Context: an optimization exercise on an open-source flow, tuned for small area and a short achievable clock period. The choices shown serve that exercise and are no tape-out recipe.
The RTL of this run was laid out without a check of its function.
Power figures rest on the tool's default switching activity, not on a simulated workload.

`flow/config.mk`:
```
export PLATFORM = sky130hd
export DESIGN_NAME = pow_5_pipe
export DESIGN_NICKNAME = pow_5_pipe
export VERILOG_FILES = /design/flow/design.v
export SDC_FILE = /design/flow/constraint.sdc
export NUM_CORES = 4
export LEC_CHECK = 0
export CAP_MARGIN = 20
export CORE_MARGIN = 2
export CORE_UTILIZATION = 40
export CTS_BUF_LIST = sky130_fd_sc_hd__clkbuf_4 sky130_fd_sc_hd__clkbuf_8
export CTS_CLUSTER_DIAMETER = 60
export CTS_CLUSTER_SIZE = 40
export PLACE_DENSITY = 0.75
export SETUP_SLACK_MARGIN = 4.2
export SLEW_MARGIN = 20
```
`flow/constraint.sdc`:
```
create_clock -name core_clock -period 6.4 [get_ports {clock}]
set_input_delay 1.2800 -clock core_clock [delete_from_list [all_inputs] [get_ports {clock}]]
set_output_delay 1.2800 -clock core_clock [all_outputs]
set_load 0.01 [all_outputs]
```
`flow/design.v`:
```
module pow_5_pipe
(
    input             clock,
    input      [17:0] n,
    output reg [17:0] n_pow_5
);
    reg [17:0] n_1;
    always @(posedge clock) n_1 <= n;
    wire [5:0] a_1 = n_1[5:0];
    wire [11:0] ho_1 = n_1[17:6];
    wire [11:0] h_1 = ho_1 + {ho_1[9:0], 2'b00};
    wire [63:0] f_t_dec = 64'd1 << a_1;
    wire f_t_4 = |(f_t_dec & 64'h8282282882822828);
    wire f_t_5 = |(f_t_dec & 64'hc46eec466ec446ec);
    wire f_t_6 = |(f_t_dec & 64'h604ae2e04acae048);
    wire f_t_7 = |(f_t_dec & 64'h468aec2ae6a04688);
    wire f_t_8 = |(f_t_dec & 64'hce440a0864e40880);
    wire f_t_9 = |(f_t_dec & 64'h428ecaac0e42a640);
    wire f_t_10 = |(f_t_dec & 64'h3654f0901094de70);
    wire f_t_11 = |(f_t_dec & 64'h106e786ef40a3060);
    wire f_t_12 = |(f_t_dec & 64'h561646a0b8b4c840);
    wire f_t_13 = |(f_t_dec & 64'h9c3a7c9a28c26a00);
    wire f_t_14 = |(f_t_dec & 64'h8854120cec3c1a80);
    wire f_t_15 = |(f_t_dec & 64'h2988e390f95eb700);
    wire f_t_16 = |(f_t_dec & 64'hf7b0aa4e070ab400);
    wire f_t_17 = |(f_t_dec & 64'he5c2ef3058e09800);
    wire [63:0] a1_t_dec = 64'd1 << a_1;
    wire a1_t_4 = |(a1_t_dec & 64'h6c6c6c6c6c6c6c6c);
    wire a1_t_5 = |(a1_t_dec & 64'haa00aa00aa00aa0);
    wire a1_t_6 = |(a1_t_dec & 64'h2a0280a82a0280a8);
    wire a1_t_7 = |(a1_t_dec & 64'h8a08aaaa20a200);
    wire a1_t_8 = |(a1_t_dec & 64'hbc5094589ef8bed0);
    wire a1_t_9 = |(a1_t_dec & 64'h826e6e00a8666420);
    wire a1_t_10 = |(a1_t_dec & 64'hac66828cc2aae440);
    wire a1_t_11 = |(a1_t_dec & 64'hc44c0ea26c0c2a80);
    wire [63:0] a2_t_dec = 64'd1 << a_1;
    wire a2_t_3 = |(a2_t_dec & 64'hee44ee44ee44ee44);
    wire a2_t_4 = |(a2_t_dec & 64'he04a4ae0e04a4ae0);
    wire [31:0] h2_t_dec = 32'd1 << ho_1[4:0];
    wire h2_t_3 = |(h2_t_dec & 32'h28282828);
    wire h2_t_4 = |(h2_t_dec & 32'h1ab01ab0);
    reg [5:0] a_2;
    reg [11:0] h_2;
    reg f_2_4;
    reg f_2_5;
    reg f_2_6;
    reg f_2_7;
    reg f_2_8;
    reg f_2_9;
    reg f_2_10;
    reg f_2_11;
    reg f_2_12;
    reg f_2_13;
    reg f_2_14;
    reg f_2_15;
    reg f_2_16;
    reg f_2_17;
    reg a1_2_4;
    reg a1_2_5;
    reg a1_2_6;
    reg a1_2_7;
    reg a1_2_8;
    reg a1_2_9;
    reg a1_2_10;
    reg a1_2_11;
    reg a2_2_3;
    reg a2_2_4;
    reg h2_2_3;
    reg h2_2_4;
    always @(posedge clock) begin
        a_2 <= a_1;
        h_2 <= h_1;
        f_2_4 <= f_t_4;
        f_2_5 <= f_t_5;
        f_2_6 <= f_t_6;
        f_2_7 <= f_t_7;
        f_2_8 <= f_t_8;
        f_2_9 <= f_t_9;
        f_2_10 <= f_t_10;
        f_2_11 <= f_t_11;
        f_2_12 <= f_t_12;
        f_2_13 <= f_t_13;
        f_2_14 <= f_t_14;
        f_2_15 <= f_t_15;
        f_2_16 <= f_t_16;
        f_2_17 <= f_t_17;
        a1_2_4 <= a1_t_4;
        a1_2_5 <= a1_t_5;
        a1_2_6 <= a1_t_6;
        a1_2_7 <= a1_t_7;
        a1_2_8 <= a1_t_8;
        a1_2_9 <= a1_t_9;
        a1_2_10 <= a1_t_10;
        a1_2_11 <= a1_t_11;
        a2_2_3 <= a2_t_3;
        a2_2_4 <= a2_t_4;
        h2_2_3 <= h2_t_3;
        h2_2_4 <= h2_t_4;
    end
    wire w1 = ((a_2[0] & a_2[1]));
    wire w2 = ((a_2[0] & a_2[2]));
    wire w3 = ((a_2[0] & a_2[3]));
    wire w4 = a_2[0] & h_2[0];
    wire w5 = a_2[0] & h_2[1];
    wire w6 = a_2[0] & h_2[2];
    wire w7 = a_2[0] & h_2[3];
    wire w8 = a_2[0] & h_2[4];
    wire w9 = a_2[0] & h_2[5];
    wire w10 = a_2[0] & h_2[6];
    wire w11 = a_2[0] & h_2[7];
    wire w12 = a_2[0] & h_2[8];
    wire w13 = a_2[0] & h_2[9];
    wire w14 = a_2[0] & h_2[10];
    wire w15 = a_2[0] & h_2[11];
    wire w16 = a1_2_4 & h_2[0];
    wire w17 = a1_2_4 & h_2[1];
    wire w18 = a1_2_4 & h_2[2];
    wire w19 = a1_2_4 & h_2[3];
    wire w20 = a1_2_4 & h_2[4];
    wire w21 = a1_2_4 & h_2[5];
    wire w22 = a1_2_4 & h_2[6];
    wire w23 = a1_2_4 & h_2[7];
    wire w24 = a1_2_5 & h_2[0];
    wire w25 = a1_2_5 & h_2[1];
    wire w26 = a1_2_5 & h_2[2];
    wire w27 = a1_2_5 & h_2[3];
    wire w28 = a1_2_5 & h_2[4];
    wire w29 = a1_2_5 & h_2[5];
    wire w30 = a1_2_5 & h_2[6];
    wire w31 = a1_2_6 & h_2[0];
    wire w32 = a1_2_6 & h_2[1];
    wire w33 = a1_2_6 & h_2[2];
    wire w34 = a1_2_6 & h_2[3];
    wire w35 = a1_2_6 & h_2[4];
    wire w36 = a1_2_6 & h_2[5];
    wire w37 = a1_2_7 & h_2[0];
    wire w38 = a1_2_7 & h_2[1];
    wire w39 = a1_2_7 & h_2[2];
    wire w40 = a1_2_7 & h_2[3];
    wire w41 = a1_2_7 & h_2[4];
    wire w42 = a1_2_8 & h_2[0];
    wire w43 = a1_2_8 & h_2[1];
    wire w44 = a1_2_8 & h_2[2];
    wire w45 = a1_2_8 & h_2[3];
    wire w46 = a1_2_9 & h_2[0];
    wire w47 = a1_2_9 & h_2[1];
    wire w48 = a1_2_9 & h_2[2];
    wire w49 = a1_2_10 & h_2[0];
    wire w50 = a1_2_10 & h_2[1];
    wire w51 = a1_2_11 & h_2[0];
    wire w52 = a_2[0] & h_2[0];
    wire w53 = ((~h_2[0] & h_2[1]));
    wire w54 = a_2[0] & w53;
    wire w55 = a_2[0] & h2_2_3;
    wire w56 = a_2[0] & h2_2_4;
    wire w57 = ((a_2[0] & a_2[1]));
    wire w58 = w57 & h_2[0];
    wire w59 = ((~h_2[0] & h_2[1]));
    wire w60 = w57 & w59;
    wire w61 = w57 & h2_2_3;
    wire w62 = ((a_2[0] & ~a_2[2]));
    wire w63 = w62 & h_2[0];
    wire w64 = ((~h_2[0] & h_2[1]));
    wire w65 = w62 & w64;
    wire w66 = a2_2_3 & h_2[0];
    wire w67 = a2_2_4 & h_2[0];
    wire w68 = f_2_6 ^ w4;
    wire w69 = f_2_6 & w4;
    wire w70 = f_2_7 ^ w5 ^ w69;
    wire w71 = (f_2_7 & w5) | (f_2_7 & w69) | (w5 & w69);
    wire w72 = f_2_8 ^ w6 ^ w71;
    wire w73 = (f_2_8 & w6) | (f_2_8 & w71) | (w6 & w71);
    wire w74 = f_2_9 ^ w7 ^ w73;
    wire w75 = (f_2_9 & w7) | (f_2_9 & w73) | (w7 & w73);
    wire w76 = f_2_10 ^ w8 ^ w16;
    wire w77 = (f_2_10 & w8) | (f_2_10 & w16) | (w8 & w16);
    wire w78 = f_2_11 ^ w9 ^ w17;
    wire w79 = (f_2_11 & w9) | (f_2_11 & w17) | (w9 & w17);
    wire w80 = w24 ^ w77 ^ w78;
    wire w81 = (w24 & w77) | (w24 & w78) | (w77 & w78);
    wire w82 = f_2_12 ^ w10 ^ w18;
    wire w83 = (f_2_12 & w10) | (f_2_12 & w18) | (w10 & w18);
    wire w84 = w25 ^ w31 ^ w79;
    wire w85 = (w25 & w31) | (w25 & w79) | (w31 & w79);
    wire w86 = w82 ^ w81 ^ w84;
    wire w87 = (w82 & w81) | (w82 & w84) | (w81 & w84);
    wire w88 = f_2_13 ^ w11 ^ w19;
    wire w89 = (f_2_13 & w11) | (f_2_13 & w19) | (w11 & w19);
    wire w90 = w26 ^ w32 ^ w37;
    wire w91 = (w26 & w32) | (w26 & w37) | (w32 & w37);
    wire w92 = w52 ^ w83 ^ w88;
    wire w93 = (w52 & w83) | (w52 & w88) | (w83 & w88);
    wire w94 = w90 ^ w85 ^ w92;
    wire w95 = (w90 & w85) | (w90 & w92) | (w85 & w92);
    wire w96 = f_2_14 ^ w12 ^ w20;
    wire w97 = (f_2_14 & w12) | (f_2_14 & w20) | (w12 & w20);
    wire w98 = w27 ^ w33 ^ w38;
    wire w99 = (w27 & w33) | (w27 & w38) | (w33 & w38);
    wire w100 = w42 ^ w58 ^ w89;
    wire w101 = (w42 & w58) | (w42 & w89) | (w58 & w89);
    wire w102 = w91 ^ w96 ^ w98;
    wire w103 = (w91 & w96) | (w91 & w98) | (w96 & w98);
    wire w104 = w93 ^ w100 ^ w102;
    wire w105 = (w93 & w100) | (w93 & w102) | (w100 & w102);
    wire w106 = f_2_15 ^ w13 ^ w21;
    wire w107 = (f_2_15 & w13) | (f_2_15 & w21) | (w13 & w21);
    wire w108 = w28 ^ w34 ^ w39;
    wire w109 = (w28 & w34) | (w28 & w39) | (w34 & w39);
    wire w110 = w43 ^ w46 ^ w54;
    wire w111 = (w43 & w46) | (w43 & w54) | (w46 & w54);
    wire w112 = w63 ^ w97 ^ w99;
    wire w113 = (w63 & w97) | (w63 & w99) | (w97 & w99);
    wire w114 = w106 ^ w108 ^ w110;
    wire w115 = (w106 & w108) | (w106 & w110) | (w108 & w110);
    wire w116 = w101 ^ w103 ^ w112;
    wire w117 = (w101 & w103) | (w101 & w112) | (w103 & w112);
    wire w118 = f_2_16 ^ w14 ^ w22;
    wire w119 = (f_2_16 & w14) | (f_2_16 & w22) | (w14 & w22);
    wire w120 = w29 ^ w35 ^ w40;
    wire w121 = (w29 & w35) | (w29 & w40) | (w35 & w40);
    wire w122 = w44 ^ w47 ^ w49;
    wire w123 = (w44 & w47) | (w44 & w49) | (w47 & w49);
    wire w124 = w55 ^ w60 ^ w66;
    wire w125 = (w55 & w60) | (w55 & w66) | (w60 & w66);
    wire w126 = w107 ^ w109 ^ w111;
    wire w127 = (w107 & w109) | (w107 & w111) | (w109 & w111);
    wire w128 = w118 ^ w120 ^ w122;
    wire w129 = (w118 & w120) | (w118 & w122) | (w120 & w122);
    wire w130 = w124 ^ w113 ^ w115;
    wire w131 = (w124 & w113) | (w124 & w115) | (w113 & w115);
    wire w132 = f_2_17 ^ w15 ^ w23;
    wire w133 = w30 ^ w36 ^ w41;
    wire w134 = w45 ^ w48 ^ w50;
    wire w135 = w51 ^ w56 ^ w61;
    wire w136 = w65 ^ w67 ^ w119;
    wire w137 = w121 ^ w123 ^ w125;
    wire w138 = w132 ^ w133 ^ w134;
    wire w139 = w135 ^ w127 ^ w129;
    wire w140 = w136 ^ w137 ^ w138;
    reg [27:0] t_3;
    always @(posedge clock) begin
        t_3[0] <= a_2[0];
        t_3[1] <= w1;
        t_3[2] <= w2;
        t_3[3] <= w3;
        t_3[4] <= f_2_4;
        t_3[5] <= f_2_5;
        t_3[6] <= w68;
        t_3[7] <= w70;
        t_3[8] <= w72;
        t_3[9] <= w74;
        t_3[10] <= w76;
        t_3[11] <= w75;
        t_3[12] <= w80;
        t_3[13] <= w86;
        t_3[14] <= w87;
        t_3[15] <= w94;
        t_3[16] <= w95;
        t_3[17] <= w104;
        t_3[18] <= w114;
        t_3[19] <= w105;
        t_3[20] <= w116;
        t_3[21] <= w126;
        t_3[22] <= w128;
        t_3[23] <= w117;
        t_3[24] <= w130;
        t_3[25] <= w131;
        t_3[26] <= w139;
        t_3[27] <= w140;
    end
    wire w141 = t_3[18] ^ t_3[19] ^ t_3[20];
    wire w142 = (t_3[18] & t_3[19]) | (t_3[18] & t_3[20]) | (t_3[19] & t_3[20]);
    wire w143 = t_3[21] ^ t_3[22] ^ t_3[23];
    wire w144 = (t_3[21] & t_3[22]) | (t_3[21] & t_3[23]) | (t_3[22] & t_3[23]);
    wire w145 = t_3[24] ^ w142 ^ w143;
    wire w146 = (t_3[24] & w142) | (t_3[24] & w143) | (w142 & w143);
    wire w147 = t_3[25] ^ t_3[26];
    wire w148 = t_3[27] ^ w147;
    wire w149 = w144 ^ w148;
    wire w150 = w149 ^ w146;
    wire [11:0] s0 = {1'b0, w145, w141, t_3[16], t_3[14], t_3[13], t_3[12], t_3[10], t_3[9], t_3[8], t_3[7], t_3[6]};
    wire [11:0] s1 = {1'b0, 1'b0, 1'b0, t_3[17], t_3[15], 1'b0, 1'b0, t_3[11], 1'b0, 1'b0, 1'b0, 1'b0};
    wire [11:0] sum = s0 + s1;
    always @(posedge clock) n_pow_5 <= {sum[11] ^ w150, sum[10:0], t_3[5], t_3[4], t_3[3], t_3[2], t_3[1], t_3[0]};
endmodule
```
`flow/run.sh`:
```
#!/bin/bash
# synth_recipe.tcl (not shown) runs the flow's synth.tcl, then flattens the netlist and writes it again
# the make line also repeats each setting of config.mk as NAME=value (left out here)
make -C /OpenROAD-flow-scripts/flow DESIGN_CONFIG=/design/flow/config.mk WORK_HOME=/design/flow/orfs CLKGATE_MAP_FILE= SYNTH_SCRIPT=/design/flow/synth_recipe.tcl finish
```
==> qor.csv <==
stage;metric;value;unit
run_status;outcome;complete, no violations;
clock_tree;Worst-Skew Late Latency;0.39;ns
sta;RSZ-0062 raised after global routing;true;
hold_path;Hold WC Path Type;flip-flop to flip-flop;
drt;DRT iter0 DRCs;437;
power;total power;1.89;mW
run;Max-Cap Viols;0;
drt;Routed Antenna Nets;0;
sta;Final Hold Viols;0;
logic_synthesis;Netlist Area Pre-Place;5450;um^2
power;Max VDD drop;0.145;mV
logic_synthesis;EDFF count, synth;0;
floorplanning;num rows;42;
logic_synthesis;post-synth top area cell;dfxtp_1;
logic_synthesis;Compound-Gate Fraction of Synth Area;16.4;%
sta;worst hold slack;0.334;ns
logic_synthesis;synth cell count leaders;106 x dfxtp_1, 66 x nand2_1, 37 x inv_1;
logic_synthesis;Synth Area in XOR/XNOR;7.07;%
setup_path;element type at the critical path start;flip-flop;
drt;drt first pass iters;5;
drt;vias per inst;5.31;
setup_path;FF-to-FF Start;a_2[0];
logic_synthesis;Simple-Gate Fraction of Synth Area;14.8;%
sta;fin. max-slew vios;0;
logic_synthesis;Synth async-reset ratio;0;%
setup_path;FF-to-FF setup slack;4.18;ns
setup_path;Worst Setup Path Type;flip-flop to flip-flop;
setup_path;crit path cell chain;nand2_1, nor2_1, inv_1, fa_1, inv_1, fa_2, fa_1;
logic_synthesis;Avg Inst Size Synth;9.32;um^2
drt;WL per Instance;15.2;um
floorplanning;Die X;121;um
setup_path;Critical Path Sink;t_3[24];
grt;grt total ovfl;0;
finish;share of layout cells above drive strength 1;11.6;%
setup_path;critical path's top delay family;adder cells;
sta;setup TNS;0;ns
finish;Area Overhead vs Synth;11.8;%
setup_path;CP Data Required Time;6.73;ns
setup_path;slowest CP cell;fa_1;
setup_path;CP peak stage delay;0.53;ns
sta;final clock skew;0.0143;ns
floorplanning;Die Y-Extent;121;um
clock_tree;Clock Pin Slew Worst Setup and Hold Paths;0.09;ns
logic_synthesis;Most used DFF post-synth;dfxtp_1;
clock_tree;depth of the CTS H-tree;3;
placement;Post-Place Cells;765;
clock_tree;Num CTS Buffers;9;
logic_synthesis;count leader, synth;dfxtp_1;
finish;nets;676;
finish;final-layout fill cell count;1255;
sta;f_max;450;MHz
logic_synthesis;post-synthesis register bit count;106;
setup_path;Worst setup EP type;flip-flop;
sta;Tmin final;2.22;ns
hold_path;WHS Path Cells;0;
power;power per cell area;311;nW/um^2
setup_path;worst-path maximum fanout;11;
setup_path;R2R Path End;t_3[24];
clock_tree;root buffer cell;clkbuf_8;
sta;Worst slew margin;57.5;%
sta;Tightest Pin Transition;0.637;ns
setup_path;R2R cell count;7;
finish;post-route insts no fill;789;
setup_path;Crit path buffers/inverters;2;
logic_synthesis;Synth area leaders;dfxtp_1 39%, fa_1 13%, xnor2_1 4.8%;
drt;# DRC;0;
grt;number of global-route vias before repair;3914;
setup_path;arrival time at the worst endpoint;2.56;ns
placement;DPL Wire Length;8350;um
sta;Final period util;34.8;%
logic_synthesis;top cell type's share of synthesized area;38.9;%
setup_path;Worst Setup SP;a_2[0];
clock_tree;Clock Tree Buf Depth;2;
drt;Via Count;4187;
drt;routed wire length;12000;um
logic_synthesis;share of synthesized area spent on multiplexers;0.367;%
power;Leak;2.53;nW
logic_synthesis;sequential cell area fraction in the yosys report;38.9;%
logic_synthesis;Synthesized Nets;653;
floorplanning;Initial Util;41.0;%
placement;RePlAce Congestion;0.926;
clock_tree;cts hold-fix bufs;0;
logic_synthesis;Cells after Synth;585;
grt;All-Layer GR Usage;17.3;%
grt;first-pass GRT wire length;19700;um
finish;n_diodes;0;
floorplanning;die area;14600;um^2
setup_path;Crit path depth;7;
sta;endpoints failing setup;0;
logic_synthesis;post-synthesis cell type count;52;
floorplanning;Core Footprint;13300;um^2
clock_tree;CTS tree;yes;
grt;initial antenna violation count;0;
clock_tree;clk sinks;106;
placement;port buffer count;36;
floorplanning;io pins;37;
logic_synthesis;largest family of logic cells by synthesized area;compound AO/OA/AOI/OAI gates;
grt;largest net degree at the start of global routing;66;
logic_synthesis;Adder-Cell Fraction of Synth Area;16.1;%
logic_synthesis;warnings from Yosys;1;
==> stage by stage <==
step / cell area, um^2 / worst slack (ns) / utilization [%]
floorplan: 5470 / 4.20 / -
global route: 6090 / 4.11 / 45.8
global placement: 5860 / 3.88 / 44.1
detailed placement: 5860 / 3.82 / 44.1
finish: 6090 / 4.18 / 45.8
CTS: 6040 / 4.18 / 45.4
==> how the worst min path moves through the flow <==
stage,endpoint,from
2_1_floorplan,n_pow_5[0],t_3[0]
3_5_place_dp,n_pow_5[1],t_3[1]
4_1_cts,n_pow_5[1],t_3[1]
6_report,n_pow_5[1],t_3[1]
3_3_place_gp,n_pow_5[7],t_3[7]
5_1_grt,n_pow_5[4],t_3[4]
==> cell usage in the layout (no fill, tap or decap), types with 3 or more instances in the layout <==
cell / Yosys / final
xnor2_1: 30 / 30
xor2_1: 14 / 14
nand2b_1: 6 / 6
dfxtp_2: 0 / 6
o22ai_1: 14 / 14
and2_1: 21 / 20
clkbuf_8: 0 / 11
buf_2: 18 / 19
or3_1: 3 / 3
a22oi_1: 3 / 3
and3_1: 3 / 3
nand2_1: 66 / 66
dfxtp_1: 106 / 91
clkinvlp_4: 0 / 4
a211oi_1: 6 / 6
inv_1: 37 / 35
fa_1: 35 / 34
buf_4: 6 / 10
nor3_1: 12 / 12
a31oi_1: 3 / 3
nor2b_1: 12 / 12
dfxtp_4: 0 / 9
a21o_1: 9 / 9
o21ai_0: 33 / 33
clkdlybuf4s50_1: 0 / 18
a21oi_1: 36 / 36
o211ai_1: 4 / 4
nand3_1: 7 / 7
ha_1: 14 / 14
o221ai_1: 5 / 5
nor2_1: 32 / 32
a221o_1: 6 / 6
==> layer usage <==
metal | part of all wire, % | track usage, % | vias to the layer above
met4 | 2.4 | 7.05 | 0
met5 | 0 | 0 | -
met1 | 44 | 23.0 | 1997
li1 | - | - | 2014
met3 | 6.8 | 4.20 | 24
met2 | 47 | 26.8 | 152
==> sequential cells by signal (all words and copies together) (netlist names), 4 cells and up <==
register and flops:
n_pow_5 18, a_2 4, t_3 28, n_1 18, h_2 12
==> power breakdown <==
group	total (mW)	switching (mW)	internal [mW]
combinational	0.584	0.296	0.287
sequential	0.877	0.0778	0.800
clock	0.432	0.220	0.213
total	1.89	0.594	1.30
==> cell type report <==
| cell class | instances | area, um^2 | share of cell area [%] |
|---|---|---|---|
| repair inverters | 1 | 5.00 | 0.0821 |
| clock buffers | 13 | 166 | 2.73 |
| flip-flops and latches | 106 | 2160 | 35.5 |
| repair buffers | 47 | 350 | 5.75 |
| multi-input cells | 405 | 2990 | 49.0 |
| clock inverters | 3 | 46.3 | 0.760 |
| well taps | 176 | 220 | 3.61 |
| inverters | 38 | 154 | 2.53 |
==> cell families after synthesis <==
kind of cell	Yosys count
flip-flops	106
multiplexers	2
AO/OA/AOI/OAI	139
AND/OR/NAND/NOR	171
buffers and inverters	74
XOR/XNOR	44
adder cells (fa/ha/maj)	49
==> what timing repair did <==
item | 4_1_cts | 5_1_grt
endpoints found under the setup margin | 35 | 16
cloned | 1 | 0
buffers inserted | 2 | 5
gates resized for setup | 88 | 9

[separate check: timing with driven ports]
Ports are ideal in the flow. The routed layout listed here was re-timed in OpenROAD. Step 1 assumes that a clkbuf_16 drives the clock port and a buf_2 every other input. Step 2 also shifts input and output timing later by t, the mid clock arrival at the registers, as if the neighbouring blocks saw the same clock. a / b / c = ideal ports / drivers / drivers and shift; a / b = the first two.
shift t [ns]: 0.413
setup WS [ns]: 4.176 / 4.176 / 4.176
worst slew at a driven data input, ns: 0.03
cell pins on the clock port's net: 1
After both steps setup and hold are still met in this run. For this run, drivers alone change the setup slack by 0.000 ns; drivers and shift together by 0.000 ns.
